Context: an optimization exercise on an open-source flow, tuned for small area and a short achievable clock period. The choices shown serve that exercise and are no tape-out recipe.
At most, simulation tests tie the RTL to the original design; equivalence was not proved.
Only the layout flow was run in run 1; the RTL was not checked for function there.

<file path="flow/flow/run.sh">
#!/bin/bash
# Standard synthesis and layout (standard.sh), with two layout settings changed:
# ports are buffered with buf_2 instead of the delay-cell buffer buffer_ports picks,
# and timing repair may resize a cell into one of a different footprint.
set -euo pipefail
cd "$(dirname "$0")/.."
bash standard.sh \
  "BUFFER_PORTS_ARGS=-buffer_cell sky130_fd_sc_hd__buf_2" \
  MATCH_CELL_FOOTPRINT=0 \
  finish > flow_make.log 2>&1
</file>
<file path="flow/standard.sh">
#!/bin/bash
# synth_recipe.tcl (not shown) runs the flow's synth.tcl, then flattens the netlist and writes it again
# the make line also repeats each setting of config.mk as NAME=value (left out here)
make -C /OpenROAD-flow-scripts/flow DESIGN_CONFIG=/design/flow/config.mk WORK_HOME=/design/flow/orfs CLKGATE_MAP_FILE= SYNTH_SCRIPT=/design/flow/synth_recipe.tcl "${@:-finish}"
</file>
<file path="flow/config.mk">
export PLATFORM = sky130hd
export DESIGN_NAME = nco_core
export DESIGN_NICKNAME = nco_core
export VERILOG_FILES = /design/flow/design.v
export SDC_FILE = /design/flow/constraint.sdc
export NUM_CORES = 4
export LEC_CHECK = 0
export ABC_AREA = 1
export CAP_MARGIN = 20
export CORE_MARGIN = 2
export CORE_UTILIZATION = 40
export SETUP_SLACK_MARGIN = 3.0
export SLEW_MARGIN = 20
export SYNTH_MEMORY_MAX_BITS = 65536
</file>
<file path="flow/constraint.sdc">
create_clock -name core_clock -period 7.0 [get_ports {clk}]
set_input_delay 1.4000 -clock core_clock [delete_from_list [all_inputs] [get_ports {clk}]]
set_output_delay 1.4000 -clock core_clock [all_outputs]
set_load 0.01 [all_outputs]
</file>
<file path="flow/design.v">
module pac(clk, eo, phase, amplitude);
parameter N = 14;
parameter P = 12;
input clk, eo;
input [N-1:0] phase;
output [P-1:0] amplitude;
wire [11:0] a = phase[12] ? ~phase[11:0] : phase[11:0];
reg [12:0] t0;
wire [7:0] x0 = {a[11],a[10],a[9],a[8],a[7],a[6],a[5],a[4]};
always @(*) begin
  case (x0)
    8'd0: t0 = 13'd0;
    8'd1: t0 = 13'd50;
    8'd2: t0 = 13'd101;
    8'd3: t0 = 13'd151;
    8'd4: t0 = 13'd200;
    8'd5: t0 = 13'd250;
    8'd6: t0 = 13'd301;
    8'd7: t0 = 13'd351;
    8'd8: t0 = 13'd402;
    8'd9: t0 = 13'd452;
    8'd10: t0 = 13'd503;
    8'd11: t0 = 13'd553;
    8'd12: t0 = 13'd602;
    8'd13: t0 = 13'd652;
    8'd14: t0 = 13'd703;
    8'd15: t0 = 13'd753;
    8'd16: t0 = 13'd802;
    8'd17: t0 = 13'd852;
    8'd18: t0 = 13'd902;
    8'd19: t0 = 13'd952;
    8'd20: t0 = 13'd1002;
    8'd21: t0 = 13'd1052;
    8'd22: t0 = 13'd1101;
    8'd23: t0 = 13'd1151;
    8'd24: t0 = 13'd1201;
    8'd25: t0 = 13'd1251;
    8'd26: t0 = 13'd1300;
    8'd27: t0 = 13'd1350;
    8'd28: t0 = 13'd1400;
    8'd29: t0 = 13'd1449;
    8'd30: t0 = 13'd1499;
    8'd31: t0 = 13'd1548;
    8'd32: t0 = 13'd1598;
    8'd33: t0 = 13'd1647;
    8'd34: t0 = 13'd1696;
    8'd35: t0 = 13'd1745;
    8'd36: t0 = 13'd1794;
    8'd37: t0 = 13'd1843;
    8'd38: t0 = 13'd1892;
    8'd39: t0 = 13'd1941;
    8'd40: t0 = 13'd1988;
    8'd41: t0 = 13'd2037;
    8'd42: t0 = 13'd2086;
    8'd43: t0 = 13'd2135;
    8'd44: t0 = 13'd2184;
    8'd45: t0 = 13'd2233;
    8'd46: t0 = 13'd2282;
    8'd47: t0 = 13'd2330;
    8'd48: t0 = 13'd2377;
    8'd49: t0 = 13'd2425;
    8'd50: t0 = 13'd2473;
    8'd51: t0 = 13'd2521;
    8'd52: t0 = 13'd2570;
    8'd53: t0 = 13'd2617;
    8'd54: t0 = 13'd2664;
    8'd55: t0 = 13'd2711;
    8'd56: t0 = 13'd2759;
    8'd57: t0 = 13'd2806;
    8'd58: t0 = 13'd2853;
    8'd59: t0 = 13'd2900;
    8'd60: t0 = 13'd2947;
    8'd61: t0 = 13'd2994;
    8'd62: t0 = 13'd3041;
    8'd63: t0 = 13'd3087;
    8'd64: t0 = 13'd3134;
    8'd65: t0 = 13'd3180;
    8'd66: t0 = 13'd3227;
    8'd67: t0 = 13'd3273;
    8'd68: t0 = 13'd3319;
    8'd69: t0 = 13'd3365;
    8'd70: t0 = 13'd3410;
    8'd71: t0 = 13'd3456;
    8'd72: t0 = 13'd3502;
    8'd73: t0 = 13'd3547;
    8'd74: t0 = 13'd3592;
    8'd75: t0 = 13'd3637;
    8'd76: t0 = 13'd3681;
    8'd77: t0 = 13'd3726;
    8'd78: t0 = 13'd3771;
    8'd79: t0 = 13'd3816;
    8'd80: t0 = 13'd3860;
    8'd81: t0 = 13'd3905;
    8'd82: t0 = 13'd3949;
    8'd83: t0 = 13'd3993;
    8'd84: t0 = 13'd4037;
    8'd85: t0 = 13'd4080;
    8'd86: t0 = 13'd4123;
    8'd87: t0 = 13'd4166;
    8'd88: t0 = 13'd4210;
    8'd89: t0 = 13'd4253;
    8'd90: t0 = 13'd4296;
    8'd91: t0 = 13'd4339;
    8'd92: t0 = 13'd4383;
    8'd93: t0 = 13'd4424;
    8'd94: t0 = 13'd4467;
    8'd95: t0 = 13'd4509;
    8'd96: t0 = 13'd4549;
    8'd97: t0 = 13'd4590;
    8'd98: t0 = 13'd4632;
    8'd99: t0 = 13'd4673;
    8'd100: t0 = 13'd4715;
    8'd101: t0 = 13'd4756;
    8'd102: t0 = 13'd4797;
    8'd103: t0 = 13'd4838;
    8'd104: t0 = 13'd4877;
    8'd105: t0 = 13'd4919;
    8'd106: t0 = 13'd4959;
    8'd107: t0 = 13'd4998;
    8'd108: t0 = 13'd5039;
    8'd109: t0 = 13'd5078;
    8'd110: t0 = 13'd5117;
    8'd111: t0 = 13'd5156;
    8'd112: t0 = 13'd5195;
    8'd113: t0 = 13'd5233;
    8'd114: t0 = 13'd5272;
    8'd115: t0 = 13'd5310;
    8'd116: t0 = 13'd5349;
    8'd117: t0 = 13'd5387;
    8'd118: t0 = 13'd5424;
    8'd119: t0 = 13'd5462;
    8'd120: t0 = 13'd5500;
    8'd121: t0 = 13'd5537;
    8'd122: t0 = 13'd5574;
    8'd123: t0 = 13'd5611;
    8'd124: t0 = 13'd5645;
    8'd125: t0 = 13'd5682;
    8'd126: t0 = 13'd5718;
    8'd127: t0 = 13'd5754;
    8'd128: t0 = 13'd5791;
    8'd129: t0 = 13'd5826;
    8'd130: t0 = 13'd5861;
    8'd131: t0 = 13'd5896;
    8'd132: t0 = 13'd5931;
    8'd133: t0 = 13'd5966;
    8'd134: t0 = 13'd6000;
    8'd135: t0 = 13'd6034;
    8'd136: t0 = 13'd6068;
    8'd137: t0 = 13'd6102;
    8'd138: t0 = 13'd6135;
    8'd139: t0 = 13'd6168;
    8'd140: t0 = 13'd6201;
    8'd141: t0 = 13'd6234;
    8'd142: t0 = 13'd6266;
    8'd143: t0 = 13'd6298;
    8'd144: t0 = 13'd6331;
    8'd145: t0 = 13'd6363;
    8'd146: t0 = 13'd6394;
    8'd147: t0 = 13'd6425;
    8'd148: t0 = 13'd6457;
    8'd149: t0 = 13'd6487;
    8'd150: t0 = 13'd6518;
    8'd151: t0 = 13'd6548;
    8'd152: t0 = 13'd6578;
    8'd153: t0 = 13'd6608;
    8'd154: t0 = 13'd6637;
    8'd155: t0 = 13'd6667;
    8'd156: t0 = 13'd6696;
    8'd157: t0 = 13'd6725;
    8'd158: t0 = 13'd6754;
    8'd159: t0 = 13'd6782;
    8'd160: t0 = 13'd6811;
    8'd161: t0 = 13'd6838;
    8'd162: t0 = 13'd6865;
    8'd163: t0 = 13'd6892;
    8'd164: t0 = 13'd6919;
    8'd165: t0 = 13'd6945;
    8'd166: t0 = 13'd6972;
    8'd167: t0 = 13'd6998;
    8'd168: t0 = 13'd7025;
    8'd169: t0 = 13'd7050;
    8'd170: t0 = 13'd7075;
    8'd171: t0 = 13'd7100;
    8'd172: t0 = 13'd7124;
    8'd173: t0 = 13'd7149;
    8'd174: t0 = 13'd7175;
    8'd175: t0 = 13'd7198;
    8'd176: t0 = 13'd7223;
    8'd177: t0 = 13'd7246;
    8'd178: t0 = 13'd7269;
    8'd179: t0 = 13'd7292;
    8'd180: t0 = 13'd7315;
    8'd181: t0 = 13'd7338;
    8'd182: t0 = 13'd7360;
    8'd183: t0 = 13'd7381;
    8'd184: t0 = 13'd7403;
    8'd185: t0 = 13'd7424;
    8'd186: t0 = 13'd7445;
    8'd187: t0 = 13'd7466;
    8'd188: t0 = 13'd7487;
    8'd189: t0 = 13'd7507;
    8'd190: t0 = 13'd7526;
    8'd191: t0 = 13'd7545;
    8'd192: t0 = 13'd7566;
    8'd193: t0 = 13'd7585;
    8'd194: t0 = 13'd7604;
    8'd195: t0 = 13'd7623;
    8'd196: t0 = 13'd7641;
    8'd197: t0 = 13'd7659;
    8'd198: t0 = 13'd7676;
    8'd199: t0 = 13'd7694;
    8'd200: t0 = 13'd7711;
    8'd201: t0 = 13'd7728;
    8'd202: t0 = 13'd7744;
    8'd203: t0 = 13'd7760;
    8'd204: t0 = 13'd7777;
    8'd205: t0 = 13'd7792;
    8'd206: t0 = 13'd7807;
    8'd207: t0 = 13'd7822;
    8'd208: t0 = 13'd7836;
    8'd209: t0 = 13'd7851;
    8'd210: t0 = 13'd7865;
    8'd211: t0 = 13'd7878;
    8'd212: t0 = 13'd7893;
    8'd213: t0 = 13'd7906;
    8'd214: t0 = 13'd7919;
    8'd215: t0 = 13'd7932;
    8'd216: t0 = 13'd7945;
    8'd217: t0 = 13'd7957;
    8'd218: t0 = 13'd7968;
    8'd219: t0 = 13'd7979;
    8'd220: t0 = 13'd7991;
    8'd221: t0 = 13'd8001;
    8'd222: t0 = 13'd8012;
    8'd223: t0 = 13'd8022;
    8'd224: t0 = 13'd8033;
    8'd225: t0 = 13'd8042;
    8'd226: t0 = 13'd8051;
    8'd227: t0 = 13'd8060;
    8'd228: t0 = 13'd8071;
    8'd229: t0 = 13'd8079;
    8'd230: t0 = 13'd8087;
    8'd231: t0 = 13'd8094;
    8'd232: t0 = 13'd8101;
    8'd233: t0 = 13'd8108;
    8'd234: t0 = 13'd8115;
    8'd235: t0 = 13'd8122;
    8'd236: t0 = 13'd8129;
    8'd237: t0 = 13'd8135;
    8'd238: t0 = 13'd8140;
    8'd239: t0 = 13'd8146;
    8'd240: t0 = 13'd8148;
    8'd241: t0 = 13'd8154;
    8'd242: t0 = 13'd8159;
    8'd243: t0 = 13'd8163;
    8'd244: t0 = 13'd8167;
    8'd245: t0 = 13'd8170;
    8'd246: t0 = 13'd8173;
    8'd247: t0 = 13'd8176;
    8'd248: t0 = 13'd8180;
    8'd249: t0 = 13'd8183;
    8'd250: t0 = 13'd8184;
    8'd251: t0 = 13'd8184;
    8'd252: t0 = 13'd8187;
    8'd253: t0 = 13'd8188;
    8'd254: t0 = 13'd8188;
    8'd255: t0 = 13'd8188;
    default: t0 = 13'd0;
  endcase
end
reg [5:0] t1;
wire [9:0] x1 = {a[11],a[10],a[9],a[8],a[7],a[6],a[3],a[2],a[1],a[0]};
always @(*) begin
  case (x1)
    10'd0: t1 = 6'd0;
    10'd1: t1 = 6'd2;
    10'd2: t1 = 6'd6;
    10'd3: t1 = 6'd9;
    10'd4: t1 = 6'd12;
    10'd5: t1 = 6'd15;
    10'd6: t1 = 6'd18;
    10'd7: t1 = 6'd22;
    10'd8: t1 = 6'd24;
    10'd9: t1 = 6'd28;
    10'd10: t1 = 6'd30;
    10'd11: t1 = 6'd34;
    10'd12: t1 = 6'd37;
    10'd13: t1 = 6'd40;
    10'd14: t1 = 6'd43;
    10'd15: t1 = 6'd46;
    10'd16: t1 = 6'd0;
    10'd17: t1 = 6'd4;
    10'd18: t1 = 6'd6;
    10'd19: t1 = 6'd10;
    10'd20: t1 = 6'd13;
    10'd21: t1 = 6'd16;
    10'd22: t1 = 6'd19;
    10'd23: t1 = 6'd22;
    10'd24: t1 = 6'd26;
    10'd25: t1 = 6'd28;
    10'd26: t1 = 6'd32;
    10'd27: t1 = 6'd34;
    10'd28: t1 = 6'd38;
    10'd29: t1 = 6'd42;
    10'd30: t1 = 6'd44;
    10'd31: t1 = 6'd48;
    10'd32: t1 = 6'd0;
    10'd33: t1 = 6'd2;
    10'd34: t1 = 6'd6;
    10'd35: t1 = 6'd8;
    10'd36: t1 = 6'd12;
    10'd37: t1 = 6'd15;
    10'd38: t1 = 6'd18;
    10'd39: t1 = 6'd21;
    10'd40: t1 = 6'd24;
    10'd41: t1 = 6'd28;
    10'd42: t1 = 6'd30;
    10'd43: t1 = 6'd34;
    10'd44: t1 = 6'd36;
    10'd45: t1 = 6'd40;
    10'd46: t1 = 6'd43;
    10'd47: t1 = 6'd46;
    10'd48: t1 = 6'd0;
    10'd49: t1 = 6'd2;
    10'd50: t1 = 6'd6;
    10'd51: t1 = 6'd9;
    10'd52: t1 = 6'd12;
    10'd53: t1 = 6'd16;
    10'd54: t1 = 6'd18;
    10'd55: t1 = 6'd22;
    10'd56: t1 = 6'd24;
    10'd57: t1 = 6'd28;
    10'd58: t1 = 6'd31;
    10'd59: t1 = 6'd34;
    10'd60: t1 = 6'd38;
    10'd61: t1 = 6'd40;
    10'd62: t1 = 6'd44;
    10'd63: t1 = 6'd46;
    10'd64: t1 = 6'd0;
    10'd65: t1 = 6'd3;
    10'd66: t1 = 6'd6;
    10'd67: t1 = 6'd10;
    10'd68: t1 = 6'd13;
    10'd69: t1 = 6'd16;
    10'd70: t1 = 6'd19;
    10'd71: t1 = 6'd22;
    10'd72: t1 = 6'd25;
    10'd73: t1 = 6'd28;
    10'd74: t1 = 6'd31;
    10'd75: t1 = 6'd34;
    10'd76: t1 = 6'd38;
    10'd77: t1 = 6'd41;
    10'd78: t1 = 6'd44;
    10'd79: t1 = 6'd47;
    10'd80: t1 = 6'd0;
    10'd81: t1 = 6'd3;
    10'd82: t1 = 6'd7;
    10'd83: t1 = 6'd9;
    10'd84: t1 = 6'd13;
    10'd85: t1 = 6'd15;
    10'd86: t1 = 6'd19;
    10'd87: t1 = 6'd22;
    10'd88: t1 = 6'd25;
    10'd89: t1 = 6'd28;
    10'd90: t1 = 6'd31;
    10'd91: t1 = 6'd35;
    10'd92: t1 = 6'd37;
    10'd93: t1 = 6'd41;
    10'd94: t1 = 6'd43;
    10'd95: t1 = 6'd47;
    10'd96: t1 = 6'd0;
    10'd97: t1 = 6'd4;
    10'd98: t1 = 6'd6;
    10'd99: t1 = 6'd9;
    10'd100: t1 = 6'd12;
    10'd101: t1 = 6'd16;
    10'd102: t1 = 6'd19;
    10'd103: t1 = 6'd22;
    10'd104: t1 = 6'd25;
    10'd105: t1 = 6'd28;
    10'd106: t1 = 6'd32;
    10'd107: t1 = 6'd34;
    10'd108: t1 = 6'd37;
    10'd109: t1 = 6'd40;
    10'd110: t1 = 6'd44;
    10'd111: t1 = 6'd47;
    10'd112: t1 = 6'd0;
    10'd113: t1 = 6'd3;
    10'd114: t1 = 6'd6;
    10'd115: t1 = 6'd9;
    10'd116: t1 = 6'd12;
    10'd117: t1 = 6'd15;
    10'd118: t1 = 6'd19;
    10'd119: t1 = 6'd21;
    10'd120: t1 = 6'd24;
    10'd121: t1 = 6'd28;
    10'd122: t1 = 6'd31;
    10'd123: t1 = 6'd34;
    10'd124: t1 = 6'd37;
    10'd125: t1 = 6'd40;
    10'd126: t1 = 6'd43;
    10'd127: t1 = 6'd47;
    10'd128: t1 = 6'd0;
    10'd129: t1 = 6'd3;
    10'd130: t1 = 6'd5;
    10'd131: t1 = 6'd9;
    10'd132: t1 = 6'd12;
    10'd133: t1 = 6'd15;
    10'd134: t1 = 6'd18;
    10'd135: t1 = 6'd21;
    10'd136: t1 = 6'd24;
    10'd137: t1 = 6'd27;
    10'd138: t1 = 6'd31;
    10'd139: t1 = 6'd33;
    10'd140: t1 = 6'd36;
    10'd141: t1 = 6'd40;
    10'd142: t1 = 6'd43;
    10'd143: t1 = 6'd45;
    10'd144: t1 = 6'd0;
    10'd145: t1 = 6'd3;
    10'd146: t1 = 6'd6;
    10'd147: t1 = 6'd9;
    10'd148: t1 = 6'd12;
    10'd149: t1 = 6'd15;
    10'd150: t1 = 6'd18;
    10'd151: t1 = 6'd21;
    10'd152: t1 = 6'd24;
    10'd153: t1 = 6'd27;
    10'd154: t1 = 6'd30;
    10'd155: t1 = 6'd34;
    10'd156: t1 = 6'd37;
    10'd157: t1 = 6'd40;
    10'd158: t1 = 6'd42;
    10'd159: t1 = 6'd46;
    10'd160: t1 = 6'd0;
    10'd161: t1 = 6'd4;
    10'd162: t1 = 6'd8;
    10'd163: t1 = 6'd10;
    10'd164: t1 = 6'd13;
    10'd165: t1 = 6'd16;
    10'd166: t1 = 6'd20;
    10'd167: t1 = 6'd23;
    10'd168: t1 = 6'd25;
    10'd169: t1 = 6'd28;
    10'd170: t1 = 6'd32;
    10'd171: t1 = 6'd35;
    10'd172: t1 = 6'd37;
    10'd173: t1 = 6'd40;
    10'd174: t1 = 6'd44;
    10'd175: t1 = 6'd47;
    10'd176: t1 = 6'd0;
    10'd177: t1 = 6'd2;
    10'd178: t1 = 6'd4;
    10'd179: t1 = 6'd8;
    10'd180: t1 = 6'd12;
    10'd181: t1 = 6'd14;
    10'd182: t1 = 6'd16;
    10'd183: t1 = 6'd20;
    10'd184: t1 = 6'd24;
    10'd185: t1 = 6'd26;
    10'd186: t1 = 6'd28;
    10'd187: t1 = 6'd32;
    10'd188: t1 = 6'd36;
    10'd189: t1 = 6'd39;
    10'd190: t1 = 6'd41;
    10'd191: t1 = 6'd44;
    10'd192: t1 = 6'd0;
    10'd193: t1 = 6'd3;
    10'd194: t1 = 6'd6;
    10'd195: t1 = 6'd9;
    10'd196: t1 = 6'd12;
    10'd197: t1 = 6'd15;
    10'd198: t1 = 6'd18;
    10'd199: t1 = 6'd21;
    10'd200: t1 = 6'd24;
    10'd201: t1 = 6'd27;
    10'd202: t1 = 6'd30;
    10'd203: t1 = 6'd33;
    10'd204: t1 = 6'd36;
    10'd205: t1 = 6'd39;
    10'd206: t1 = 6'd42;
    10'd207: t1 = 6'd45;
    10'd208: t1 = 6'd0;
    10'd209: t1 = 6'd2;
    10'd210: t1 = 6'd5;
    10'd211: t1 = 6'd9;
    10'd212: t1 = 6'd12;
    10'd213: t1 = 6'd13;
    10'd214: t1 = 6'd17;
    10'd215: t1 = 6'd21;
    10'd216: t1 = 6'd24;
    10'd217: t1 = 6'd25;
    10'd218: t1 = 6'd29;
    10'd219: t1 = 6'd33;
    10'd220: t1 = 6'd35;
    10'd221: t1 = 6'd37;
    10'd222: t1 = 6'd41;
    10'd223: t1 = 6'd45;
    10'd224: t1 = 6'd0;
    10'd225: t1 = 6'd3;
    10'd226: t1 = 6'd6;
    10'd227: t1 = 6'd8;
    10'd228: t1 = 6'd12;
    10'd229: t1 = 6'd15;
    10'd230: t1 = 6'd18;
    10'd231: t1 = 6'd20;
    10'd232: t1 = 6'd24;
    10'd233: t1 = 6'd27;
    10'd234: t1 = 6'd29;
    10'd235: t1 = 6'd32;
    10'd236: t1 = 6'd35;
    10'd237: t1 = 6'd38;
    10'd238: t1 = 6'd41;
    10'd239: t1 = 6'd44;
    10'd240: t1 = 6'd0;
    10'd241: t1 = 6'd3;
    10'd242: t1 = 6'd6;
    10'd243: t1 = 6'd9;
    10'd244: t1 = 6'd11;
    10'd245: t1 = 6'd14;
    10'd246: t1 = 6'd17;
    10'd247: t1 = 6'd21;
    10'd248: t1 = 6'd23;
    10'd249: t1 = 6'd26;
    10'd250: t1 = 6'd29;
    10'd251: t1 = 6'd32;
    10'd252: t1 = 6'd35;
    10'd253: t1 = 6'd38;
    10'd254: t1 = 6'd41;
    10'd255: t1 = 6'd44;
    10'd256: t1 = 6'd0;
    10'd257: t1 = 6'd2;
    10'd258: t1 = 6'd5;
    10'd259: t1 = 6'd8;
    10'd260: t1 = 6'd12;
    10'd261: t1 = 6'd14;
    10'd262: t1 = 6'd17;
    10'd263: t1 = 6'd20;
    10'd264: t1 = 6'd22;
    10'd265: t1 = 6'd26;
    10'd266: t1 = 6'd28;
    10'd267: t1 = 6'd32;
    10'd268: t1 = 6'd34;
    10'd269: t1 = 6'd37;
    10'd270: t1 = 6'd40;
    10'd271: t1 = 6'd43;
    10'd272: t1 = 6'd0;
    10'd273: t1 = 6'd2;
    10'd274: t1 = 6'd6;
    10'd275: t1 = 6'd8;
    10'd276: t1 = 6'd11;
    10'd277: t1 = 6'd14;
    10'd278: t1 = 6'd17;
    10'd279: t1 = 6'd20;
    10'd280: t1 = 6'd22;
    10'd281: t1 = 6'd26;
    10'd282: t1 = 6'd28;
    10'd283: t1 = 6'd31;
    10'd284: t1 = 6'd34;
    10'd285: t1 = 6'd37;
    10'd286: t1 = 6'd39;
    10'd287: t1 = 6'd42;
    10'd288: t1 = 6'd0;
    10'd289: t1 = 6'd3;
    10'd290: t1 = 6'd5;
    10'd291: t1 = 6'd8;
    10'd292: t1 = 6'd11;
    10'd293: t1 = 6'd13;
    10'd294: t1 = 6'd17;
    10'd295: t1 = 6'd20;
    10'd296: t1 = 6'd22;
    10'd297: t1 = 6'd25;
    10'd298: t1 = 6'd28;
    10'd299: t1 = 6'd31;
    10'd300: t1 = 6'd33;
    10'd301: t1 = 6'd36;
    10'd302: t1 = 6'd39;
    10'd303: t1 = 6'd42;
    10'd304: t1 = 6'd0;
    10'd305: t1 = 6'd3;
    10'd306: t1 = 6'd6;
    10'd307: t1 = 6'd9;
    10'd308: t1 = 6'd11;
    10'd309: t1 = 6'd15;
    10'd310: t1 = 6'd17;
    10'd311: t1 = 6'd19;
    10'd312: t1 = 6'd23;
    10'd313: t1 = 6'd26;
    10'd314: t1 = 6'd28;
    10'd315: t1 = 6'd31;
    10'd316: t1 = 6'd34;
    10'd317: t1 = 6'd37;
    10'd318: t1 = 6'd39;
    10'd319: t1 = 6'd43;
    10'd320: t1 = 6'd0;
    10'd321: t1 = 6'd2;
    10'd322: t1 = 6'd5;
    10'd323: t1 = 6'd8;
    10'd324: t1 = 6'd11;
    10'd325: t1 = 6'd14;
    10'd326: t1 = 6'd17;
    10'd327: t1 = 6'd20;
    10'd328: t1 = 6'd22;
    10'd329: t1 = 6'd25;
    10'd330: t1 = 6'd28;
    10'd331: t1 = 6'd30;
    10'd332: t1 = 6'd33;
    10'd333: t1 = 6'd36;
    10'd334: t1 = 6'd38;
    10'd335: t1 = 6'd40;
    10'd336: t1 = 6'd0;
    10'd337: t1 = 6'd2;
    10'd338: t1 = 6'd6;
    10'd339: t1 = 6'd9;
    10'd340: t1 = 6'd10;
    10'd341: t1 = 6'd14;
    10'd342: t1 = 6'd17;
    10'd343: t1 = 6'd18;
    10'd344: t1 = 6'd22;
    10'd345: t1 = 6'd25;
    10'd346: t1 = 6'd27;
    10'd347: t1 = 6'd30;
    10'd348: t1 = 6'd33;
    10'd349: t1 = 6'd35;
    10'd350: t1 = 6'd38;
    10'd351: t1 = 6'd41;
    10'd352: t1 = 6'd0;
    10'd353: t1 = 6'd3;
    10'd354: t1 = 6'd5;
    10'd355: t1 = 6'd8;
    10'd356: t1 = 6'd11;
    10'd357: t1 = 6'd13;
    10'd358: t1 = 6'd16;
    10'd359: t1 = 6'd19;
    10'd360: t1 = 6'd22;
    10'd361: t1 = 6'd24;
    10'd362: t1 = 6'd27;
    10'd363: t1 = 6'd30;
    10'd364: t1 = 6'd32;
    10'd365: t1 = 6'd35;
    10'd366: t1 = 6'd38;
    10'd367: t1 = 6'd40;
    10'd368: t1 = 6'd0;
    10'd369: t1 = 6'd2;
    10'd370: t1 = 6'd4;
    10'd371: t1 = 6'd7;
    10'd372: t1 = 6'd10;
    10'd373: t1 = 6'd12;
    10'd374: t1 = 6'd14;
    10'd375: t1 = 6'd17;
    10'd376: t1 = 6'd20;
    10'd377: t1 = 6'd22;
    10'd378: t1 = 6'd25;
    10'd379: t1 = 6'd28;
    10'd380: t1 = 6'd30;
    10'd381: t1 = 6'd33;
    10'd382: t1 = 6'd36;
    10'd383: t1 = 6'd38;
    10'd384: t1 = 6'd0;
    10'd385: t1 = 6'd3;
    10'd386: t1 = 6'd6;
    10'd387: t1 = 6'd8;
    10'd388: t1 = 6'd11;
    10'd389: t1 = 6'd14;
    10'd390: t1 = 6'd16;
    10'd391: t1 = 6'd19;
    10'd392: t1 = 6'd22;
    10'd393: t1 = 6'd24;
    10'd394: t1 = 6'd27;
    10'd395: t1 = 6'd30;
    10'd396: t1 = 6'd33;
    10'd397: t1 = 6'd35;
    10'd398: t1 = 6'd38;
    10'd399: t1 = 6'd41;
    10'd400: t1 = 6'd0;
    10'd401: t1 = 6'd3;
    10'd402: t1 = 6'd5;
    10'd403: t1 = 6'd8;
    10'd404: t1 = 6'd10;
    10'd405: t1 = 6'd13;
    10'd406: t1 = 6'd16;
    10'd407: t1 = 6'd18;
    10'd408: t1 = 6'd21;
    10'd409: t1 = 6'd23;
    10'd410: t1 = 6'd25;
    10'd411: t1 = 6'd29;
    10'd412: t1 = 6'd31;
    10'd413: t1 = 6'd33;
    10'd414: t1 = 6'd36;
    10'd415: t1 = 6'd38;
    10'd416: t1 = 6'd0;
    10'd417: t1 = 6'd3;
    10'd418: t1 = 6'd6;
    10'd419: t1 = 6'd8;
    10'd420: t1 = 6'd11;
    10'd421: t1 = 6'd12;
    10'd422: t1 = 6'd15;
    10'd423: t1 = 6'd19;
    10'd424: t1 = 6'd20;
    10'd425: t1 = 6'd23;
    10'd426: t1 = 6'd25;
    10'd427: t1 = 6'd28;
    10'd428: t1 = 6'd31;
    10'd429: t1 = 6'd32;
    10'd430: t1 = 6'd35;
    10'd431: t1 = 6'd39;
    10'd432: t1 = 6'd0;
    10'd433: t1 = 6'd3;
    10'd434: t1 = 6'd4;
    10'd435: t1 = 6'd8;
    10'd436: t1 = 6'd10;
    10'd437: t1 = 6'd12;
    10'd438: t1 = 6'd15;
    10'd439: t1 = 6'd17;
    10'd440: t1 = 6'd20;
    10'd441: t1 = 6'd22;
    10'd442: t1 = 6'd24;
    10'd443: t1 = 6'd27;
    10'd444: t1 = 6'd29;
    10'd445: t1 = 6'd32;
    10'd446: t1 = 6'd34;
    10'd447: t1 = 6'd36;
    10'd448: t1 = 6'd0;
    10'd449: t1 = 6'd3;
    10'd450: t1 = 6'd6;
    10'd451: t1 = 6'd8;
    10'd452: t1 = 6'd11;
    10'd453: t1 = 6'd12;
    10'd454: t1 = 6'd15;
    10'd455: t1 = 6'd18;
    10'd456: t1 = 6'd20;
    10'd457: t1 = 6'd23;
    10'd458: t1 = 6'd24;
    10'd459: t1 = 6'd27;
    10'd460: t1 = 6'd29;
    10'd461: t1 = 6'd32;
    10'd462: t1 = 6'd35;
    10'd463: t1 = 6'd37;
    10'd464: t1 = 6'd0;
    10'd465: t1 = 6'd2;
    10'd466: t1 = 6'd5;
    10'd467: t1 = 6'd8;
    10'd468: t1 = 6'd10;
    10'd469: t1 = 6'd12;
    10'd470: t1 = 6'd14;
    10'd471: t1 = 6'd16;
    10'd472: t1 = 6'd19;
    10'd473: t1 = 6'd21;
    10'd474: t1 = 6'd24;
    10'd475: t1 = 6'd26;
    10'd476: t1 = 6'd28;
    10'd477: t1 = 6'd31;
    10'd478: t1 = 6'd33;
    10'd479: t1 = 6'd36;
    10'd480: t1 = 6'd0;
    10'd481: t1 = 6'd2;
    10'd482: t1 = 6'd4;
    10'd483: t1 = 6'd7;
    10'd484: t1 = 6'd8;
    10'd485: t1 = 6'd11;
    10'd486: t1 = 6'd13;
    10'd487: t1 = 6'd16;
    10'd488: t1 = 6'd18;
    10'd489: t1 = 6'd20;
    10'd490: t1 = 6'd23;
    10'd491: t1 = 6'd24;
    10'd492: t1 = 6'd27;
    10'd493: t1 = 6'd29;
    10'd494: t1 = 6'd32;
    10'd495: t1 = 6'd34;
    10'd496: t1 = 6'd0;
    10'd497: t1 = 6'd3;
    10'd498: t1 = 6'd6;
    10'd499: t1 = 6'd9;
    10'd500: t1 = 6'd11;
    10'd501: t1 = 6'd13;
    10'd502: t1 = 6'd15;
    10'd503: t1 = 6'd17;
    10'd504: t1 = 6'd19;
    10'd505: t1 = 6'd21;
    10'd506: t1 = 6'd24;
    10'd507: t1 = 6'd27;
    10'd508: t1 = 6'd29;
    10'd509: t1 = 6'd31;
    10'd510: t1 = 6'd33;
    10'd511: t1 = 6'd35;
    10'd512: t1 = 6'd0;
    10'd513: t1 = 6'd3;
    10'd514: t1 = 6'd4;
    10'd515: t1 = 6'd7;
    10'd516: t1 = 6'd9;
    10'd517: t1 = 6'd11;
    10'd518: t1 = 6'd13;
    10'd519: t1 = 6'd16;
    10'd520: t1 = 6'd18;
    10'd521: t1 = 6'd20;
    10'd522: t1 = 6'd22;
    10'd523: t1 = 6'd24;
    10'd524: t1 = 6'd27;
    10'd525: t1 = 6'd29;
    10'd526: t1 = 6'd31;
    10'd527: t1 = 6'd33;
    10'd528: t1 = 6'd0;
    10'd529: t1 = 6'd2;
    10'd530: t1 = 6'd4;
    10'd531: t1 = 6'd6;
    10'd532: t1 = 6'd9;
    10'd533: t1 = 6'd11;
    10'd534: t1 = 6'd13;
    10'd535: t1 = 6'd15;
    10'd536: t1 = 6'd17;
    10'd537: t1 = 6'd19;
    10'd538: t1 = 6'd21;
    10'd539: t1 = 6'd23;
    10'd540: t1 = 6'd25;
    10'd541: t1 = 6'd28;
    10'd542: t1 = 6'd30;
    10'd543: t1 = 6'd32;
    10'd544: t1 = 6'd0;
    10'd545: t1 = 6'd2;
    10'd546: t1 = 6'd4;
    10'd547: t1 = 6'd6;
    10'd548: t1 = 6'd8;
    10'd549: t1 = 6'd10;
    10'd550: t1 = 6'd12;
    10'd551: t1 = 6'd15;
    10'd552: t1 = 6'd17;
    10'd553: t1 = 6'd19;
    10'd554: t1 = 6'd21;
    10'd555: t1 = 6'd23;
    10'd556: t1 = 6'd25;
    10'd557: t1 = 6'd27;
    10'd558: t1 = 6'd29;
    10'd559: t1 = 6'd31;
    10'd560: t1 = 6'd0;
    10'd561: t1 = 6'd2;
    10'd562: t1 = 6'd4;
    10'd563: t1 = 6'd6;
    10'd564: t1 = 6'd8;
    10'd565: t1 = 6'd10;
    10'd566: t1 = 6'd12;
    10'd567: t1 = 6'd14;
    10'd568: t1 = 6'd16;
    10'd569: t1 = 6'd18;
    10'd570: t1 = 6'd20;
    10'd571: t1 = 6'd23;
    10'd572: t1 = 6'd25;
    10'd573: t1 = 6'd27;
    10'd574: t1 = 6'd29;
    10'd575: t1 = 6'd31;
    10'd576: t1 = 6'd0;
    10'd577: t1 = 6'd2;
    10'd578: t1 = 6'd4;
    10'd579: t1 = 6'd6;
    10'd580: t1 = 6'd8;
    10'd581: t1 = 6'd10;
    10'd582: t1 = 6'd11;
    10'd583: t1 = 6'd13;
    10'd584: t1 = 6'd15;
    10'd585: t1 = 6'd17;
    10'd586: t1 = 6'd19;
    10'd587: t1 = 6'd21;
    10'd588: t1 = 6'd23;
    10'd589: t1 = 6'd25;
    10'd590: t1 = 6'd27;
    10'd591: t1 = 6'd29;
    10'd592: t1 = 6'd0;
    10'd593: t1 = 6'd1;
    10'd594: t1 = 6'd3;
    10'd595: t1 = 6'd5;
    10'd596: t1 = 6'd7;
    10'd597: t1 = 6'd9;
    10'd598: t1 = 6'd11;
    10'd599: t1 = 6'd13;
    10'd600: t1 = 6'd14;
    10'd601: t1 = 6'd17;
    10'd602: t1 = 6'd18;
    10'd603: t1 = 6'd21;
    10'd604: t1 = 6'd22;
    10'd605: t1 = 6'd25;
    10'd606: t1 = 6'd26;
    10'd607: t1 = 6'd29;
    10'd608: t1 = 6'd0;
    10'd609: t1 = 6'd2;
    10'd610: t1 = 6'd3;
    10'd611: t1 = 6'd5;
    10'd612: t1 = 6'd7;
    10'd613: t1 = 6'd9;
    10'd614: t1 = 6'd11;
    10'd615: t1 = 6'd12;
    10'd616: t1 = 6'd15;
    10'd617: t1 = 6'd16;
    10'd618: t1 = 6'd18;
    10'd619: t1 = 6'd20;
    10'd620: t1 = 6'd22;
    10'd621: t1 = 6'd24;
    10'd622: t1 = 6'd26;
    10'd623: t1 = 6'd27;
    10'd624: t1 = 6'd0;
    10'd625: t1 = 6'd1;
    10'd626: t1 = 6'd3;
    10'd627: t1 = 6'd4;
    10'd628: t1 = 6'd6;
    10'd629: t1 = 6'd8;
    10'd630: t1 = 6'd10;
    10'd631: t1 = 6'd12;
    10'd632: t1 = 6'd13;
    10'd633: t1 = 6'd16;
    10'd634: t1 = 6'd17;
    10'd635: t1 = 6'd19;
    10'd636: t1 = 6'd21;
    10'd637: t1 = 6'd23;
    10'd638: t1 = 6'd24;
    10'd639: t1 = 6'd25;
    10'd640: t1 = 6'd0;
    10'd641: t1 = 6'd0;
    10'd642: t1 = 6'd3;
    10'd643: t1 = 6'd4;
    10'd644: t1 = 6'd6;
    10'd645: t1 = 6'd8;
    10'd646: t1 = 6'd9;
    10'd647: t1 = 6'd12;
    10'd648: t1 = 6'd12;
    10'd649: t1 = 6'd15;
    10'd650: t1 = 6'd16;
    10'd651: t1 = 6'd18;
    10'd652: t1 = 6'd20;
    10'd653: t1 = 6'd21;
    10'd654: t1 = 6'd23;
    10'd655: t1 = 6'd24;
    10'd656: t1 = 6'd0;
    10'd657: t1 = 6'd2;
    10'd658: t1 = 6'd3;
    10'd659: t1 = 6'd5;
    10'd660: t1 = 6'd7;
    10'd661: t1 = 6'd8;
    10'd662: t1 = 6'd11;
    10'd663: t1 = 6'd12;
    10'd664: t1 = 6'd13;
    10'd665: t1 = 6'd15;
    10'd666: t1 = 6'd17;
    10'd667: t1 = 6'd19;
    10'd668: t1 = 6'd20;
    10'd669: t1 = 6'd21;
    10'd670: t1 = 6'd23;
    10'd671: t1 = 6'd25;
    10'd672: t1 = 6'd0;
    10'd673: t1 = 6'd2;
    10'd674: t1 = 6'd4;
    10'd675: t1 = 6'd5;
    10'd676: t1 = 6'd6;
    10'd677: t1 = 6'd8;
    10'd678: t1 = 6'd10;
    10'd679: t1 = 6'd12;
    10'd680: t1 = 6'd13;
    10'd681: t1 = 6'd14;
    10'd682: t1 = 6'd16;
    10'd683: t1 = 6'd18;
    10'd684: t1 = 6'd19;
    10'd685: t1 = 6'd21;
    10'd686: t1 = 6'd22;
    10'd687: t1 = 6'd24;
    10'd688: t1 = 6'd0;
    10'd689: t1 = 6'd3;
    10'd690: t1 = 6'd4;
    10'd691: t1 = 6'd4;
    10'd692: t1 = 6'd8;
    10'd693: t1 = 6'd8;
    10'd694: t1 = 6'd10;
    10'd695: t1 = 6'd12;
    10'd696: t1 = 6'd12;
    10'd697: t1 = 6'd15;
    10'd698: t1 = 6'd16;
    10'd699: t1 = 6'd16;
    10'd700: t1 = 6'd20;
    10'd701: t1 = 6'd20;
    10'd702: t1 = 6'd21;
    10'd703: t1 = 6'd24;
    10'd704: t1 = 6'd0;
    10'd705: t1 = 6'd1;
    10'd706: t1 = 6'd3;
    10'd707: t1 = 6'd4;
    10'd708: t1 = 6'd6;
    10'd709: t1 = 6'd7;
    10'd710: t1 = 6'd8;
    10'd711: t1 = 6'd10;
    10'd712: t1 = 6'd12;
    10'd713: t1 = 6'd13;
    10'd714: t1 = 6'd15;
    10'd715: t1 = 6'd16;
    10'd716: t1 = 6'd17;
    10'd717: t1 = 6'd19;
    10'd718: t1 = 6'd20;
    10'd719: t1 = 6'd22;
    10'd720: t1 = 6'd0;
    10'd721: t1 = 6'd1;
    10'd722: t1 = 6'd3;
    10'd723: t1 = 6'd4;
    10'd724: t1 = 6'd5;
    10'd725: t1 = 6'd7;
    10'd726: t1 = 6'd8;
    10'd727: t1 = 6'd9;
    10'd728: t1 = 6'd11;
    10'd729: t1 = 6'd13;
    10'd730: t1 = 6'd13;
    10'd731: t1 = 6'd15;
    10'd732: t1 = 6'd17;
    10'd733: t1 = 6'd18;
    10'd734: t1 = 6'd19;
    10'd735: t1 = 6'd21;
    10'd736: t1 = 6'd0;
    10'd737: t1 = 6'd2;
    10'd738: t1 = 6'd3;
    10'd739: t1 = 6'd4;
    10'd740: t1 = 6'd6;
    10'd741: t1 = 6'd7;
    10'd742: t1 = 6'd8;
    10'd743: t1 = 6'd9;
    10'd744: t1 = 6'd11;
    10'd745: t1 = 6'd12;
    10'd746: t1 = 6'd13;
    10'd747: t1 = 6'd15;
    10'd748: t1 = 6'd16;
    10'd749: t1 = 6'd17;
    10'd750: t1 = 6'd19;
    10'd751: t1 = 6'd20;
    10'd752: t1 = 6'd0;
    10'd753: t1 = 6'd3;
    10'd754: t1 = 6'd3;
    10'd755: t1 = 6'd4;
    10'd756: t1 = 6'd7;
    10'd757: t1 = 6'd7;
    10'd758: t1 = 6'd8;
    10'd759: t1 = 6'd10;
    10'd760: t1 = 6'd11;
    10'd761: t1 = 6'd12;
    10'd762: t1 = 6'd13;
    10'd763: t1 = 6'd15;
    10'd764: t1 = 6'd16;
    10'd765: t1 = 6'd16;
    10'd766: t1 = 6'd19;
    10'd767: t1 = 6'd20;
    10'd768: t1 = 6'd0;
    10'd769: t1 = 6'd1;
    10'd770: t1 = 6'd3;
    10'd771: t1 = 6'd3;
    10'd772: t1 = 6'd4;
    10'd773: t1 = 6'd6;
    10'd774: t1 = 6'd7;
    10'd775: t1 = 6'd8;
    10'd776: t1 = 6'd10;
    10'd777: t1 = 6'd11;
    10'd778: t1 = 6'd12;
    10'd779: t1 = 6'd12;
    10'd780: t1 = 6'd14;
    10'd781: t1 = 6'd15;
    10'd782: t1 = 6'd16;
    10'd783: t1 = 6'd18;
    10'd784: t1 = 6'd0;
    10'd785: t1 = 6'd1;
    10'd786: t1 = 6'd2;
    10'd787: t1 = 6'd4;
    10'd788: t1 = 6'd4;
    10'd789: t1 = 6'd5;
    10'd790: t1 = 6'd6;
    10'd791: t1 = 6'd8;
    10'd792: t1 = 6'd9;
    10'd793: t1 = 6'd9;
    10'd794: t1 = 6'd11;
    10'd795: t1 = 6'd12;
    10'd796: t1 = 6'd13;
    10'd797: t1 = 6'd14;
    10'd798: t1 = 6'd16;
    10'd799: t1 = 6'd16;
    10'd800: t1 = 6'd0;
    10'd801: t1 = 6'd1;
    10'd802: t1 = 6'd2;
    10'd803: t1 = 6'd3;
    10'd804: t1 = 6'd4;
    10'd805: t1 = 6'd5;
    10'd806: t1 = 6'd6;
    10'd807: t1 = 6'd7;
    10'd808: t1 = 6'd8;
    10'd809: t1 = 6'd9;
    10'd810: t1 = 6'd10;
    10'd811: t1 = 6'd11;
    10'd812: t1 = 6'd12;
    10'd813: t1 = 6'd13;
    10'd814: t1 = 6'd14;
    10'd815: t1 = 6'd15;
    10'd816: t1 = 6'd0;
    10'd817: t1 = 6'd1;
    10'd818: t1 = 6'd2;
    10'd819: t1 = 6'd2;
    10'd820: t1 = 6'd4;
    10'd821: t1 = 6'd5;
    10'd822: t1 = 6'd6;
    10'd823: t1 = 6'd6;
    10'd824: t1 = 6'd7;
    10'd825: t1 = 6'd9;
    10'd826: t1 = 6'd9;
    10'd827: t1 = 6'd10;
    10'd828: t1 = 6'd11;
    10'd829: t1 = 6'd12;
    10'd830: t1 = 6'd13;
    10'd831: t1 = 6'd14;
    10'd832: t1 = 6'd0;
    10'd833: t1 = 6'd2;
    10'd834: t1 = 6'd2;
    10'd835: t1 = 6'd4;
    10'd836: t1 = 6'd4;
    10'd837: t1 = 6'd6;
    10'd838: t1 = 6'd6;
    10'd839: t1 = 6'd7;
    10'd840: t1 = 6'd8;
    10'd841: t1 = 6'd8;
    10'd842: t1 = 6'd10;
    10'd843: t1 = 6'd10;
    10'd844: t1 = 6'd12;
    10'd845: t1 = 6'd12;
    10'd846: t1 = 6'd13;
    10'd847: t1 = 6'd14;
    10'd848: t1 = 6'd0;
    10'd849: t1 = 6'd1;
    10'd850: t1 = 6'd2;
    10'd851: t1 = 6'd2;
    10'd852: t1 = 6'd3;
    10'd853: t1 = 6'd4;
    10'd854: t1 = 6'd5;
    10'd855: t1 = 6'd6;
    10'd856: t1 = 6'd6;
    10'd857: t1 = 6'd7;
    10'd858: t1 = 6'd7;
    10'd859: t1 = 6'd9;
    10'd860: t1 = 6'd10;
    10'd861: t1 = 6'd11;
    10'd862: t1 = 6'd11;
    10'd863: t1 = 6'd11;
    10'd864: t1 = 6'd0;
    10'd865: t1 = 6'd1;
    10'd866: t1 = 6'd1;
    10'd867: t1 = 6'd1;
    10'd868: t1 = 6'd1;
    10'd869: t1 = 6'd3;
    10'd870: t1 = 6'd5;
    10'd871: t1 = 6'd5;
    10'd872: t1 = 6'd5;
    10'd873: t1 = 6'd6;
    10'd874: t1 = 6'd7;
    10'd875: t1 = 6'd8;
    10'd876: t1 = 6'd9;
    10'd877: t1 = 6'd9;
    10'd878: t1 = 6'd9;
    10'd879: t1 = 6'd9;
    10'd880: t1 = 6'd0;
    10'd881: t1 = 6'd0;
    10'd882: t1 = 6'd1;
    10'd883: t1 = 6'd2;
    10'd884: t1 = 6'd3;
    10'd885: t1 = 6'd3;
    10'd886: t1 = 6'd4;
    10'd887: t1 = 6'd4;
    10'd888: t1 = 6'd5;
    10'd889: t1 = 6'd6;
    10'd890: t1 = 6'd7;
    10'd891: t1 = 6'd7;
    10'd892: t1 = 6'd8;
    10'd893: t1 = 6'd8;
    10'd894: t1 = 6'd9;
    10'd895: t1 = 6'd10;
    10'd896: t1 = 6'd0;
    10'd897: t1 = 6'd1;
    10'd898: t1 = 6'd1;
    10'd899: t1 = 6'd2;
    10'd900: t1 = 6'd2;
    10'd901: t1 = 6'd2;
    10'd902: t1 = 6'd3;
    10'd903: t1 = 6'd4;
    10'd904: t1 = 6'd5;
    10'd905: t1 = 6'd5;
    10'd906: t1 = 6'd6;
    10'd907: t1 = 6'd6;
    10'd908: t1 = 6'd6;
    10'd909: t1 = 6'd7;
    10'd910: t1 = 6'd8;
    10'd911: t1 = 6'd9;
    10'd912: t1 = 6'd0;
    10'd913: t1 = 6'd0;
    10'd914: t1 = 6'd0;
    10'd915: t1 = 6'd0;
    10'd916: t1 = 6'd0;
    10'd917: t1 = 6'd2;
    10'd918: t1 = 6'd2;
    10'd919: t1 = 6'd2;
    10'd920: t1 = 6'd2;
    10'd921: t1 = 6'd2;
    10'd922: t1 = 6'd2;
    10'd923: t1 = 6'd3;
    10'd924: t1 = 6'd4;
    10'd925: t1 = 6'd5;
    10'd926: t1 = 6'd6;
    10'd927: t1 = 6'd7;
    10'd928: t1 = 6'd0;
    10'd929: t1 = 6'd0;
    10'd930: t1 = 6'd1;
    10'd931: t1 = 6'd1;
    10'd932: t1 = 6'd1;
    10'd933: t1 = 6'd2;
    10'd934: t1 = 6'd3;
    10'd935: t1 = 6'd3;
    10'd936: t1 = 6'd4;
    10'd937: t1 = 6'd4;
    10'd938: t1 = 6'd4;
    10'd939: t1 = 6'd5;
    10'd940: t1 = 6'd5;
    10'd941: t1 = 6'd5;
    10'd942: t1 = 6'd5;
    10'd943: t1 = 6'd7;
    10'd944: t1 = 6'd0;
    10'd945: t1 = 6'd0;
    10'd946: t1 = 6'd0;
    10'd947: t1 = 6'd0;
    10'd948: t1 = 6'd0;
    10'd949: t1 = 6'd1;
    10'd950: t1 = 6'd1;
    10'd951: t1 = 6'd1;
    10'd952: t1 = 6'd2;
    10'd953: t1 = 6'd2;
    10'd954: t1 = 6'd3;
    10'd955: t1 = 6'd3;
    10'd956: t1 = 6'd4;
    10'd957: t1 = 6'd4;
    10'd958: t1 = 6'd4;
    10'd959: t1 = 6'd4;
    10'd960: t1 = 6'd0;
    10'd961: t1 = 6'd1;
    10'd962: t1 = 6'd1;
    10'd963: t1 = 6'd2;
    10'd964: t1 = 6'd3;
    10'd965: t1 = 6'd4;
    10'd966: t1 = 6'd4;
    10'd967: t1 = 6'd4;
    10'd968: t1 = 6'd4;
    10'd969: t1 = 6'd4;
    10'd970: t1 = 6'd4;
    10'd971: t1 = 6'd4;
    10'd972: t1 = 6'd4;
    10'd973: t1 = 6'd4;
    10'd974: t1 = 6'd4;
    10'd975: t1 = 6'd4;
    10'd976: t1 = 6'd0;
    10'd977: t1 = 6'd1;
    10'd978: t1 = 6'd1;
    10'd979: t1 = 6'd1;
    10'd980: t1 = 6'd2;
    10'd981: t1 = 6'd2;
    10'd982: t1 = 6'd2;
    10'd983: t1 = 6'd2;
    10'd984: t1 = 6'd3;
    10'd985: t1 = 6'd3;
    10'd986: t1 = 6'd3;
    10'd987: t1 = 6'd3;
    10'd988: t1 = 6'd3;
    10'd989: t1 = 6'd3;
    10'd990: t1 = 6'd3;
    10'd991: t1 = 6'd3;
    10'd992: t1 = 6'd0;
    10'd993: t1 = 6'd0;
    10'd994: t1 = 6'd0;
    10'd995: t1 = 6'd0;
    10'd996: t1 = 6'd0;
    10'd997: t1 = 6'd0;
    10'd998: t1 = 6'd0;
    10'd999: t1 = 6'd0;
    10'd1000: t1 = 6'd0;
    10'd1001: t1 = 6'd0;
    10'd1002: t1 = 6'd0;
    10'd1003: t1 = 6'd0;
    10'd1004: t1 = 6'd0;
    10'd1005: t1 = 6'd1;
    10'd1006: t1 = 6'd2;
    10'd1007: t1 = 6'd3;
    10'd1008: t1 = 6'd0;
    10'd1009: t1 = 6'd0;
    10'd1010: t1 = 6'd0;
    10'd1011: t1 = 6'd0;
    10'd1012: t1 = 6'd0;
    10'd1013: t1 = 6'd0;
    10'd1014: t1 = 6'd0;
    10'd1015: t1 = 6'd1;
    10'd1016: t1 = 6'd1;
    10'd1017: t1 = 6'd1;
    10'd1018: t1 = 6'd1;
    10'd1019: t1 = 6'd1;
    10'd1020: t1 = 6'd1;
    10'd1021: t1 = 6'd1;
    10'd1022: t1 = 6'd1;
    10'd1023: t1 = 6'd1;
    default: t1 = 6'd0;
  endcase
end
reg [6:0] hr;
reg [6:0] lr;
reg q13, eos;
always @(posedge clk) begin
    hr <= t0[12:6];
    lr <= {1'b0, t0[5:0]} + {1'b0, t1};
    q13 <= phase[13];
    eos <= eo;
end
wire [12:0] s = {hr + lr[6], lr[5:0]};
wire [10:0] m = s[12:2];
assign amplitude = eos ? (q13 ? {1'b0, ~m} : {1'b1, m}) : {P{1'b0}};
endmodule
module phase_accumulator(clk, reset, mode, fph, word_in, word_out, phase);
    parameter M = 48;
    parameter N = 14;
    input clk, reset, fph;
    input [1:0] mode;
    input  [M-1:0] word_in;
    output [M-1:0] word_out;
    output [N-1:0] phase;
    reg [M-1:0] freq, acc;
    wire run = mode == 2'b00;
    wire wr  = mode == 2'b11;
    wire rd  = mode == 2'b10;
    wire wf = wr & fph;
    wire wa = wr & ~fph;
    assign phase    = acc[M-1:M-N];
    assign word_out = ({M{rd & fph}} & freq) | ({M{rd & ~fph}} & acc);
    wire [M-1:0] g0 = acc & freq;
    wire [M-1:0] p0 = acc ^ freq;
    localparam TOPL = 16;  
    reg [M-1:0] G, P;
    integer l, i;
    always @(*) begin
        G = g0; P = p0;
        for (l = 1; l < M; l = l * 2)
            for (i = 2*l-1; i < M; i = i + 2*l) begin
                G[i] = G[i] | (P[i] & G[i-l]);
                P[i] = P[i] & P[i-l];
            end
        for (l = TOPL; l >= 1; l = l / 2)
            for (i = 3*l-1; i < M; i = i + 2*l) begin
                G[i] = G[i] | (P[i] & G[i-l]);
                P[i] = P[i] & P[i-l];
            end
    end
    wire [M-1:0] sum = p0 ^ {G[M-2:0], 1'b0};
    wire [M-1:0] acc_n = run ? sum : (wa ? word_in : acc);
    always @ (posedge clk, posedge reset)
        if (reset) begin
            freq  <= 'b0;
            acc   <= 'b0;
        end else begin
            acc <= acc_n;
            if (wf) freq <= word_in;
        end
endmodule
module nco_core(clk, reset, mode, fph, word_in, word_out, amplitude);
    parameter M = 48;
    parameter N = 14;
    parameter P = 12;
    input clk, reset, fph;
    input [1:0] mode;
    input  [M-1:0] word_in;
    output [M-1:0] word_out;
    output [P-1:0] amplitude;
    wire [N-1:0] phase;
    phase_accumulator #(.M(M), .N(N)) U2_pa (
        .clk        (clk),
        .reset      (reset),
        .mode       (mode),
        .fph        (fph),
        .word_in    (word_in),
        .word_out   (word_out),
        .phase      (phase)
    );
    pac #(.N(N), .P(P)) U4_pac (
        .clk        (clk),
        .eo         (!reset && mode == 2'b00),
        .phase      (phase),
        .amplitude  (amplitude)
    );
endmodule
</file>
==> run summary, run 1 <==
status finished clean; cell taking the most area after synthesis dfrtp_1; worst hold-check path type register to register; most frequent CP cell buf_2; CTS root buf clkbuf_16; initial core utilization 0.406; Die H 191 µm; Ant. Diodes 0; CP startpoint kind input pin; top post-synthesis cells by count 548 x nand2_1, 266 x inv_1, 176 x o21ai_0; fraction of registers with async set/reset 0.873; grt ovf 0; H-tree Lvls 3; antenna-violating nets left 0; Seq cells post-synth 110; Synth area leaders dfrtp_1 17%, nand2_1 15%, ha_1 7.6%; Fmax 248 MHz; Critical Path Max Stage Delay 0.30 ns; Post-Syn Area 14000 µm²; cell area after placement approximately 15000 µm²; count of cell types in the netlist a little over 60; xor and xnor fraction of the mapped netlist area 0.0323; area share of the largest cell type after synthesis 0.171; synth warn 2; Post-Synth Adder-Cell Area 0.111; Clock Skews roughly 0.020 ns; setup TNS 0 ns; Die Wd 191 µm; cell count after synthesis 2194; most frequent cell after synthesis nand2_1; max-cap violation count 0; multiplexer share of the synthesized area 0; final instance area 15800 µm²; Remaining DRCs 0; ys flop type dfrtp_1; RSZ-0062 raised after global routing yes; Setup Crit Path Kind input pin to output port; total stage count of the critical path 6; final wirelength ~64000 µm; Rows 68; CP Cell Sequence buf_2 > clkinvlp_4 > buf_4 > nand3_4 > o22ai_1 > buf_2; Final Max Slew Viols 0; layout cells sized above 1 0.141; CTS tree built; Worst-Skew Late Latency 0.37 ns; hold buffer count at cts 0; area delta synth->final 12.8%; Post-Syn Area per Cell 6.40 µm²; Nets 2413; critical-path maximum fanout 12; Worst path slowest cell o22ai_1; cell family with the largest share of critical-path delay buffers and inverters; Final min period a little over 4 ns; Critical R2R Launch U2_pa.acc[46]; via count of the routed design 17300; largest net degree at the start of global routing 97; Synth Area in Compound Gates 0.256; Post-Syn Nets 2357; HP Start U2_pa.acc[47]; CTS Buf Count 9; Tcrit/Tclk final 0.577; worst slew pin tran 1.12 ns; gpl congestion 1.07; final hold violations 0; number of synthesized flops with an enable pin 0; hpwl dp around 43000 µm; Clock Tree Buf Depth 2; Buf+Inv Stages, Crit Path 4; clk slew on worst S/H paths 0.08 ns; vias in the first global route 16500; port bufs 112; Tot GR Track Use 0.340; first-pass GRT wire length 96000 µm; clock sink total 110; CP arrival approximately 2.6 ns; io pins 113; drt initial violations around 2800; full die area 36600 µm²; CORE AREA approximately 35000 µm²; CP endpoint kind output port; drt first pass iters 8; hold depth 0; DR vias/cell 6.37; simple-gate share of the synthesized area 0.285; Reg2Reg Depth 20; final setup vio count 0; initial antenna violation count 0; largest family of logic cells by synthesized area simple AND/OR/NAND/NOR gates; register area share after synthesis 0.191; CP startpoint mode[0]; Slew HR 0.251; critical path required time 5.60 ns; WL/cell about 24 µm
## layer usage
metal  global-route usage  wire length (µm)
met1                0.446             24500
met2                0.513             26900
met3               0.0931              8690
met4                0.164              3560
met5                    0                 0
## cell type report
class / count / area (µm²)
multi-input combinational: 1688 / 10200
timing repair inverter: 1 / 7.51
fill: 3685 / 18700
clock inverter: 6 / 67.6
clock buffer: 10 / 229
sequential: 110 / 2690
tap: 455 / 569
inverter: 281 / 1100
timing repair buffer: 159 / 1010
## worst register-to-register path, cell delays in order (launching register included)
cell      delay [ns]
dfrtp_1         0.44
buf_12          0.19
nand2_1         0.12
nand2_4         0.14
ha_4            0.34
nand2_1         0.25
a21oi_1         0.45
a31oi_1         0.08
o21ai_0         0.25
nand2_1         0.10
nand3_1         0.13
nand2_1         0.09
nand4_1         0.17
nand2_1         0.09
ha_1            0.35
a21oi_2         0.18
nor2_1          0.07
a211oi_2        0.20
nand2_1         0.10
nand2_1         0.06
nand2_1         0.04
## timing repair
action | in CTS | in global routing
gates cloned | 7 | 3
buffers inserted | 13 | 7
endpoints found under the setup margin | 68 | 51
pin swaps | 7 | 6
resized for setup | 58 | 66
## stage by stage
stage	std cells	setup slack, ns	hold WS [ns]	utilization
2_1_floorplan	2194	3.09	0.347	-
3_3_place_gp	2663	2.06	0.356	0.426
3_5_place_dp	2663	2.41	0.358	0.426
4_1_cts	2699	2.95	0.378	0.446
5_1_grt	2710	2.93	0.395	0.458
6_report	2710	2.96	0.374	0.458
## kinds of logic (layout without fill, tap and decap cells)
logic type / after synthesis / count (layout)
buffers and inverters: 405 / 457
adders and majority gates: 110 / 110
xor gates and xnor gates: 47 / 47
AOI/OAI and AO/OA: 589 / 589
DFF: 110 / 110
and+or+nand+nor: 933 / 942
## registers in the layout, summed over array words and instances, names as in the netlist
signal      cells
U4_pac.lr       5
U4_pac.q13      1
U2_pa.freq     48
U2_pa.acc      48
U4_pac.hr       7
U4_pac.eos      1
## cell usage in the layout (no fill, tap or decap), types with 26 or more instances in the layout
| cell | count |
|---|---|
| nor2_1 | 133 |
| buf_4 | 33 |
| a31oi_1 | 26 |
| o22ai_1 | 50 |
| nand3_1 | 146 |
| o21ai_0 | 171 |
| nand2_2 | 29 |
| o221ai_1 | 48 |
| dfrtp_1 | 93 |
| nand2_1 | 531 |
| a21oi_1 | 154 |
| inv_1 | 258 |
| ha_1 | 79 |
| xnor2_1 | 32 |
| buf_2 | 110 |
## path summary, 6_finish.rpt
path                                  to  slack [ns]
setup / recovery             word_out[0]        2.96
hold / removal                U4_pac.q13        0.37
setup reg to reg            U4_pac.lr[5]        3.06
hold reg to reg               U4_pac.q13        0.37
max in group asynchronous  U2_pa.acc[35]        4.68
min in group asynchronous  U2_pa.freq[3]        0.98
==> run 2, diff against run 1 <==
--- a/flow/design.v
+++ b/flow/design.v
@@ -1299,16 +1299,16 @@
     default: t1 = 6'd0;
   endcase
 end
-reg [6:0] hr;
-reg [6:0] lr;
+reg [12:0] t0r;
+reg [5:0] t1r;
 reg q13, eos;
 always @(posedge clk) begin
-    hr <= t0[12:6];
-    lr <= {1'b0, t0[5:0]} + {1'b0, t1};
+    t0r <= t0;
+    t1r <= t1;
     q13 <= phase[13];
     eos <= eo;
 end
-wire [12:0] s = {hr + lr[6], lr[5:0]};
+wire [14:0] s = t0r + t1r + 15'd0;
 wire [10:0] m = s[12:2];
 assign amplitude = eos ? (q13 ? {1'b0, ~m} : {1'b1, m}) : {P{1'b0}};
 endmodule
==> run 2 against run 1 <==
Net effect: global-route usage decreased by 0.55 points; final area rose by 0.98%; count of clock-buffer cells in the layout increased by 7; clock skew down 0.0051 ns; first-iteration DRC count down 21%; routed wire length up 1.1%; cell count is 7.1% higher; critical path type unchanged; critical endpoint is now word_out[33].
==> run summary, run 2 <==
status finished clean; grt met2 use 0.502; CORE AREA 35700 µm²; RSZ-0062 raised after global routing yes; final wirelength approximately 64000 µm; hold buffer count at cts 0; Synth Area in Compound Gates 0.204; Tcrit/Tclk final 0.550; synth warn 2; initial antenna violation count 5; gpl congestion 1.02; CP endpoint kind output port; cell count after synthesis 2400; via count of the routed design 17700; initial core utilization 0.408; Clock Skews 0.0154 ns; DR vias/cell 6.08; area delta synth->final 9.93%; Critical Path Max Stage Delay 0.27 ns; CTS Buf Count 17; full die area 37900 µm²; Nets 2592; Setup Crit Path Kind input pin to output port; Rows 69; cell taking the most area after synthesis nand2_1; ys flop type dfrtp_1; port bufs 112; max-cap violation count 0; multiplexer share of the synthesized area 0; Post-Synth Adder-Cell Area 0.106; Remaining DRCs 0; io pins about 110; Fmax ~260 MHz; Seq cells post-synth about 120; final setup vio count 0; clk slew on worst S/H paths approximately 0.060 ns; top post-synthesis cells by count 799 x nand2_1, 262 x inv_1, 199 x nand3_1; Clock Tree Buf Depth 2; worst hold-check path type register to register; drt first pass iters 6; xor and xnor fraction of the mapped netlist area 0.0287; Die H 195 µm; cell area after placement about 15000 µm²; antenna-violating nets left 0; Final Util 0.448; Largest regs U2_pa.acc: 48 flops, U2_pa.freq: 48 flops, U4_pac.t0r: 13 flops; Post-Syn Area 14500 µm²; GR Util met1 0.453; CTS tree built; drt initial violations approximately 2200; CP startpoint kind input pin; Synth area leaders nand2_1 21%, dfrtp_1 17%, ha_1 7.3%; area share of the largest cell type after synthesis 0.206; clock sink total around 120; most common cell after layout, fill and taps aside nand2_1; largest net degree at the start of global routing 97; final instance area 16000 µm²; most frequent CP cell buf_2; most frequent cell after synthesis nand2_1; CP Cell Sequence buf_2 > clkinvlp_4 > buf_12 > nand3_4 > o22ai_1 > buf_2; Final min period 3.85 ns; Worst-Skew Late Latency 0.43 ns; simple-gate share of the synthesized area 0.348; fraction of registers with async set/reset 0.821; worst slew pin tran between 1 and 1.5 ns; final hold violations 0; number of synthesized flops with an enable pin 0; Ant. Diodes 0; Global Route met3 Usage 0.0743; Tot GR Track Use 0.334; first-pass GRT wire length 99200 µm; count of cell types in the netlist 54; register area share after synthesis 0.194; largest family of logic cells by synthesized area simple AND/OR/NAND/NOR gates; setup TNS 0 ns; H-tree Lvls 4; vias in the first global route 17000; critical-path maximum fanout 12; WL/cell 22.2 µm; Post-Syn Area per Cell 6.06 µm²; Top Usage Layer GRT met2; commonest non-fill, non-tap cells in the layout 793 x nand2_1, 260 x inv_1, 196 x nand3_1, 153 x o21ai_0, 147 x nor2_1; hpwl dp 44300 µm; Post-Syn Nets roughly 2600; grt ovf 0; critical path required time 5.60 ns; Worst path slowest cell o22ai_1; CP arrival 2.45 ns; layout cells sized above 1 0.0971; Slew HR 0.239; CTS root buf clkbuf_16; Final Max Slew Viols 0; Die Wd 195 µm
[run 2: cell types whose count changed in the layout (fill, tap and decap cells not counted), moves of 10 or more]
cell | before | now
nand3_1 | 146 | 196
xnor2_1 | 32 | 15
nand2_4 | 15 | 2
a21oi_1 | 154 | 143
o21ai_0 | 171 | 153
nor2_1 | 133 | 147
o221ai_1 | 48 | 37
o22ai_2 | 12 | 0
a31oi_1 | 26 | 16
nand2_1 | 531 | 793
nand2_2 | 29 | 18
[run 2: worst max-delay path, delay by kind of cell]
kind,cells,cell delay (ns)
AOI/OAI and AO/OA,1,0.27
and+or+nand+nor,1,0.24
buffers and inverters,4,0.52
[run 2: logic make-up after synthesis]
logic type / after synthesis
simple gates: 1228
compound gates: 499
xor+xnor: 40
fa+ha+maj: 109
buf+inv: 407
flops: 117
[run 2: timing repair]
item,CTS,global route
pin swaps,0,6
endpoints found under the hold margin,0,0
resized for setup,3,19
setup endpoints to repair,49,53
buffers inserted,0,3
gates cloned,1,2
[run 2: layout make-up]
| class | instances | area [µm²] |
|---|---|---|
| clock buffers | 17 | 425 |
| clock inverters | 14 | 176 |
| fillers | 3861 | 19700 |
| inverters | 273 | 1030 |
| multi-input cells | 1879 | 10100 |
| flip-flops and latches | 117 | 2820 |
| well taps | 461 | 577 |
| repair buffers | 142 | 831 |
[run 2: through the flow]
step           setup WS, ns  hold slack, ns  cells
6_report               3.15           0.373   2903
5_1_grt                2.95           0.408   2903
4_1_cts                3.00           0.383   2898
3_5_place_dp           2.46           0.364   2866
3_3_place_gp           2.68           0.363   2865
2_1_floorplan          3.09           0.347   2400
[run 2: final timing paths]
check	endpoint	from	cells past startpoint	slack (ns)
setup / recovery	word_out[33]	mode[0]	6	3.15
hold / removal	U4_pac.q13	U2_pa.acc[47]	0	0.37
setup reg to reg	U4_pac.t1r[0]	U2_pa.acc[46]	19	3.21
hold reg to reg	U4_pac.q13	U2_pa.acc[47]	0	0.37
max in group asynchronous	U2_pa.freq[33]	reset	3	4.80
min in group asynchronous	U2_pa.acc[1]	reset	2	1.04
[run 2: metal layers]
layer	part of all wire	routed length, µm
met1	0.41	26200
met2	0.42	27200
met3	0.12	7520
met4	0.053	3400
met5	0.00088	57

==> static timing again, ports no longer ideal <==
The flow's constraints put no driver on any port. The routed layouts listed below were extracted and timed again, unchanged, in two steps.
Step 1 assumes that a clkbuf_16 drives the clock port and a buf_2 every other input.
Step 2 also shifts input and output timing later by t, the mid clock arrival at the registers, as if the neighbouring blocks saw the same clock.
a / b / c = ideal ports / drivers / drivers and shift; a / b = the first two.
run	t (ns)	slack for setup (ns)	hold slack, ns	worst slew at a driven data input, ns	pins driven straight from the clock port
run 1	0.414	2.962 / 2.942 / 2.942	0.374 / 0.374 / 0.374	0.06	1
run 2	0.474	3.153 / 3.127 / 2.933	0.373 / 0.373 / 0.373	0.07	1
After both steps setup and hold are still met in every run listed. For run 2, which loses most, drivers alone change the setup slack by -0.026 ns; drivers and shift together by -0.220 ns.
